What follows belongs to an exercise in optimizing a design on an open flow for small area, a short achievable clock period and few clock cycles per item; a production flow would make more cautious choices.
In this exercise RTL edits were held to simulation tests only and were not proved equivalent to the original.

$ cat flow/constraint.sdc
create_clock -name core_clock -period 12.0 [get_ports {clk}]
set_input_delay 2.4000 -clock core_clock [delete_from_list [all_inputs] [get_ports {clk}]]
set_output_delay 2.4000 -clock core_clock [all_outputs]
set_load 0.01 [all_outputs]
$ cat flow/run.sh
#!/bin/bash
# synth_recipe.tcl (not shown) runs the flow's synth.tcl, then flattens the netlist and writes it again
# the make line also repeats each setting of config.mk as NAME=value (left out here)
make -C /OpenROAD-flow-scripts/flow DESIGN_CONFIG=/design/flow/config.mk WORK_HOME=/design/flow/orfs CLKGATE_MAP_FILE= SYNTH_SCRIPT=/design/flow/synth_recipe.tcl finish
$ cat flow/design.v
module mult32x32_arith (
    input logic clk,              
    input logic reset,            
    input logic [31:0] a,         
    input logic [31:0] b,         
    input logic upd_prod,         
    output logic [63:0] product   
);
always_ff @(posedge clk, posedge reset) begin
	if (reset == 1'b1)
		product <= 64'b0;
	else if (upd_prod == 1'b1)
		product <= a * b;
end
endmodule
module mult32x32_fsm (
    input logic start,      
    output logic busy,      
    output logic upd_prod   
);
assign busy = 1'b0;
assign upd_prod = start;
endmodule
module mult32x32 (
    input logic clk,             
    input logic reset,           
    input logic start,           
    input logic [31:0] a,        
    input logic [31:0] b,        
    output logic busy,           
    output logic [63:0] product  
);
logic upd_prod;
mult32x32_arith arith(.clk(clk),
                      .reset(reset),
                      .a(a),
                      .b(b),
                      .upd_prod(upd_prod),
                      .product(product));
mult32x32_fsm fsm(.start(start),
                  .busy(busy),
                  .upd_prod(upd_prod));
endmodule
$ cat flow/config.mk
export PLATFORM = sky130hd
export DESIGN_NAME = mult32x32
export DESIGN_NICKNAME = mult32x32
export VERILOG_FILES = /design/flow/design.v
export SDC_FILE = /design/flow/constraint.sdc
export NUM_CORES = 4
export LEC_CHECK = 0
export CAP_MARGIN = 20
export CORE_MARGIN = 2
export CORE_UTILIZATION = 40
export SLEW_MARGIN = 20
==> summary.txt <==
## metal layers
metal / vias up / global-route usage / wire (µm)
met5: - / 0 / 26
met4: 4 / 0.03321 / 1346
met3: 73 / 0.03227 / 6396
met2: 770 / 0.3467 / 44140
met1: 13550 / 0.3439 / 47320
li1: 11410 / - / -
## area by class of cell
cell class                 count  area share
clock inverter                 5    0.002038
sequential                    64     0.04140
multi-input combinational   2745      0.7806
clock buffer                  11    0.006533
tap                         1165     0.03768
timing repair buffer         202     0.04722
inverter                     871     0.08451
## synth_stat cells (all sizes together) (3+ instances only)
cell	number	area, µm²
xor2	18	157.7
o21a	25	195.2
o21ai	53	269.0
a211oi	13	107.6
nand2b	4	25.02
dfrtp	64	1602
o31a	4	35.03
a41oi	3	26.28
o31ai	16	120.1
fa	896	17940
a311oi	4	41.29
o21bai	16	120.1
ha	263	3291
nor3	22	110.1
or3	4	25.02
a21oi	76	380.4
buf	14	72.57
and3	13	86.33
nand2	500	1877
mux2	39	439.2
nand3	18	90.09
nor2	36	135.1
and2	603	3772
o211ai	5	37.54
inv	871	3269
a31oi	7	43.79
a21boi	3	22.52
nand4	17	106.4
a2111oi	3	45.05
a21o	19	142.6
clkbuf	212	799.5
or2	4	25.02
o311ai	4	52.56
xnor2	26	227.7
## through the flow
step	cell area (µm²)	hold WS, ns	utilization	instances
3_5_place_dp	38360	0.4771	0.4321	5047
3_3_place_gp	38360	0.4815	0.4321	5047
6_report	38690	0.4942	0.4357	5063
4_1_cts	38690	0.5020	0.4358	5063
5_1_grt	38690	0.5045	0.4357	5063
2_1_floorplan	35940	0.5183	-	3906
## worst paths after layout
check	to	start	cells after the start
max	arith.product[62]$_DFFE_PP0P_	b[9]	24
min	arith.product[6]$_DFFE_PP0P_	arith.product[6]$_DFFE_PP0P_	1
max reg2reg	arith.product[60]$_DFFE_PP0P_	arith.product[60]$_DFFE_PP0P_	2
min reg2reg	arith.product[6]$_DFFE_PP0P_	arith.product[6]$_DFFE_PP0P_	1
max in group asynchronous	arith.product[53]$_DFFE_PP0P_	reset	3
min in group asynchronous	arith.product[5]$_DFFE_PP0P_	reset	3
## logic make-up after synthesis
| kind of cell | count (synthesis) | share of synthesized area |
|---|---|---|
| and+or+nand+nor | 1232 | 0.1763 |
| muxes | 41 | 0.01278 |
| buffers and inverters | 1097 | 0.1152 |
| other | 1 | 0.0001043 |
| DFF | 64 | 0.04456 |
| AOI/OAI and AO/OA | 268 | 0.04971 |
| xor gates and xnor gates | 44 | 0.01072 |
| adders and majority gates | 1159 | 0.5906 |
==> metrics.md <==
| Metric | Value |
|---|---|
| Routed Antenna Nets | `0` |
| Clk_skew | `0 ns` |
| Async SR Flop Fraction | `1.000` |
| Number of global-route vias before repair | `~28000` |
| Clock Pin Slew Worst Setup and Hold Paths | `approximately 0.06 ns` |
| DRT Wirelength | `a little under 100000 µm` |
| I/O Buffers | `130` |
| Slew Limit Fails | `0` |
| Largest net degree at the start of global routing | `65` |
| Unrepaired setup endpoints after global routing | `false` |
| Nets@finish | `~5100` |
| Main synth FF type | `dfrtp_1` |
| Initial Util | `0.4048` |
| Post-CTS Setup Inserts | `0` |
| Crit Path Category | `input pin to register` |
| Most common cell after layout, fill and taps aside | `fa_1` |
| Worst-Skew Late Latency | `0.34 ns` |
| Cells after synthesis | `3906` |
| Root Buffer | `clkbuf_16` |
| Setup TNS Final | `0 ns` |
| DR iter-0 viols | `1592` |
| Hold Fails Final Rpt | `0` |
| GRT Total Usage | `0.2254` |
| WP data arrival | `around 11 ns` |
| Buf/Inv on CP | `7` |
| Worst slew margin | `0.3165` |
| Pre-CTS setup slack | `1.049 ns` |
| Die ar. | `92270 µm²` |
| Register area | `between 1500 and 2000 µm²` |
| Worst slew pin tran | `slightly above 1 ns` |
| Synth cell types | `roughly 70` |
| Cell Chain, Critical Path | `clkdlybuf4s50_1 -> buf_4 -> nand2_1 -> fa_1 -> inv_1 -> fa_1 -> inv_1 -> fa_1 -> inv_1 -> fa_1 -> fa_1 -> fa_1 -> fa_1 -> inv_1 -> fa_1 -> inv_1 -> ha_1 -> and3_1 -> nand4_1 -> a311oi_1 -> o311ai_4 -> a211oi_2 -> nor2_1 -> o311ai_1` |
| Io pins | `between 100 and 150` |
| GR Overflow Total | `0` |
| Global-route wire length before repair | `163600 µm` |
| Length of the first detailed-routing pass in iterations | `5` |
| CP required | `between 10 and 15 ns` |
| Layout area overhead | `7.634%` |
| Post-DP HPWL | `approximately 85000 µm` |
| CP Launch Type | `input pin` |
| CP max-delay cell | `clkdlybuf4s50_1` |
| Max-cap viol count | `0` |
| Outcome | `timing/DRC/antenna clean` |
| Most frequent cells in the layout | `896 x fa_1, 870 x inv_1, 603 x and2_1` |
| Worst R2R Setup Slack | `between 10 and 15 ns` |
| Die H | `roughly 300 µm` |
| Area of the core | `88780 µm²` |
| GP Congestion | `0.8657` |
| Max incr delay on CP | `roughly 1.1 ns` |
| Crit. End Element | `register` |
| Vias per std cell | `~5.1` |
| CP most frequent cell | `fa_1` |
| Post-synth EDFFs | `0` |
| Biggest register | `arith.product` |
| Initial antenna violation count | `3` |
| Largest regs | `arith.product x64` |
| Syn Nets | `between 5000 and 6000` |
| Vias | `about 26000` |
| Rows | `about 110` |
| Final worst slack | `between 1 and 1.5 ns` |
| Max reg flops | `64` |
| F_max | `roughly 94 MHz` |
| CTS Sinks | `64` |
| N_diodes | `0` |
| Synth warn | `1` |
| CTS Buf Count | `9` |
| Syn Area/Cell | `just over 9 µm²` |
| Die W | `303.8 µm` |
| Area of the multi-input gates | `slightly above 30000 µm²` |
| CTS Hold Bufs | `0` |
| Syn Std Cell Area | `roughly 36000 µm²` |
| Fill count | `just under 9000` |
| Crit-path leading delay family | `adder cells` |
| Maximum buffer depth of the clock tree | `2` |
| Max Fanout on Critical Path | `19` |
| Avg WL per Cell | `19.60 µm` |
| CTS tree | `yes` |
| Tcrit/Tclk final | `0.8872` |
| H-tree Lvls | `3` |
| Final setup vio count | `0` |
| Worst hold path class | `register to register` |
| Drc violations | `0` |
| Synthesized flop and latch total | `64` |
| Post-CTS Resized | `0` |
| Min cycle time layout | `10.65 ns` |
| Register area share after synthesis | `0.04456` |
| Layout cells sized above 1 | `0.03694` |
Testbench counts, summed over its fixed seeds: cycles 3,200, items 3,200.

[separate check: timing with driven ports]
How much do the figures lean on ideal ports? The routed layout below was timed once more, with nothing changed but the port constraints. Step 1 (the two cells are an assumption about what drives the block):
set clk [get_ports {clk}]
set_driving_cell -lib_cell sky130_fd_sc_hd__clkbuf_16 $clk
set_driving_cell -lib_cell sky130_fd_sc_hd__buf_2 [delete_from_list [all_inputs] $clk]
Step 2 also shifts input and output timing later by t, the mid clock arrival at the registers, as if the neighbouring blocks saw the same clock. Three values: ideal, step 1, step 2; two values: the first two.
t (ns): 0.391
slack for setup (ns): 1.354 / 1.332 / 0.942
hold slack, ns: 0.494 / 0.494 / 0.494
After both steps this run still meets setup and hold. The setup slack of this run moves by -0.022 ns with the drivers and by -0.412 ns with both steps.
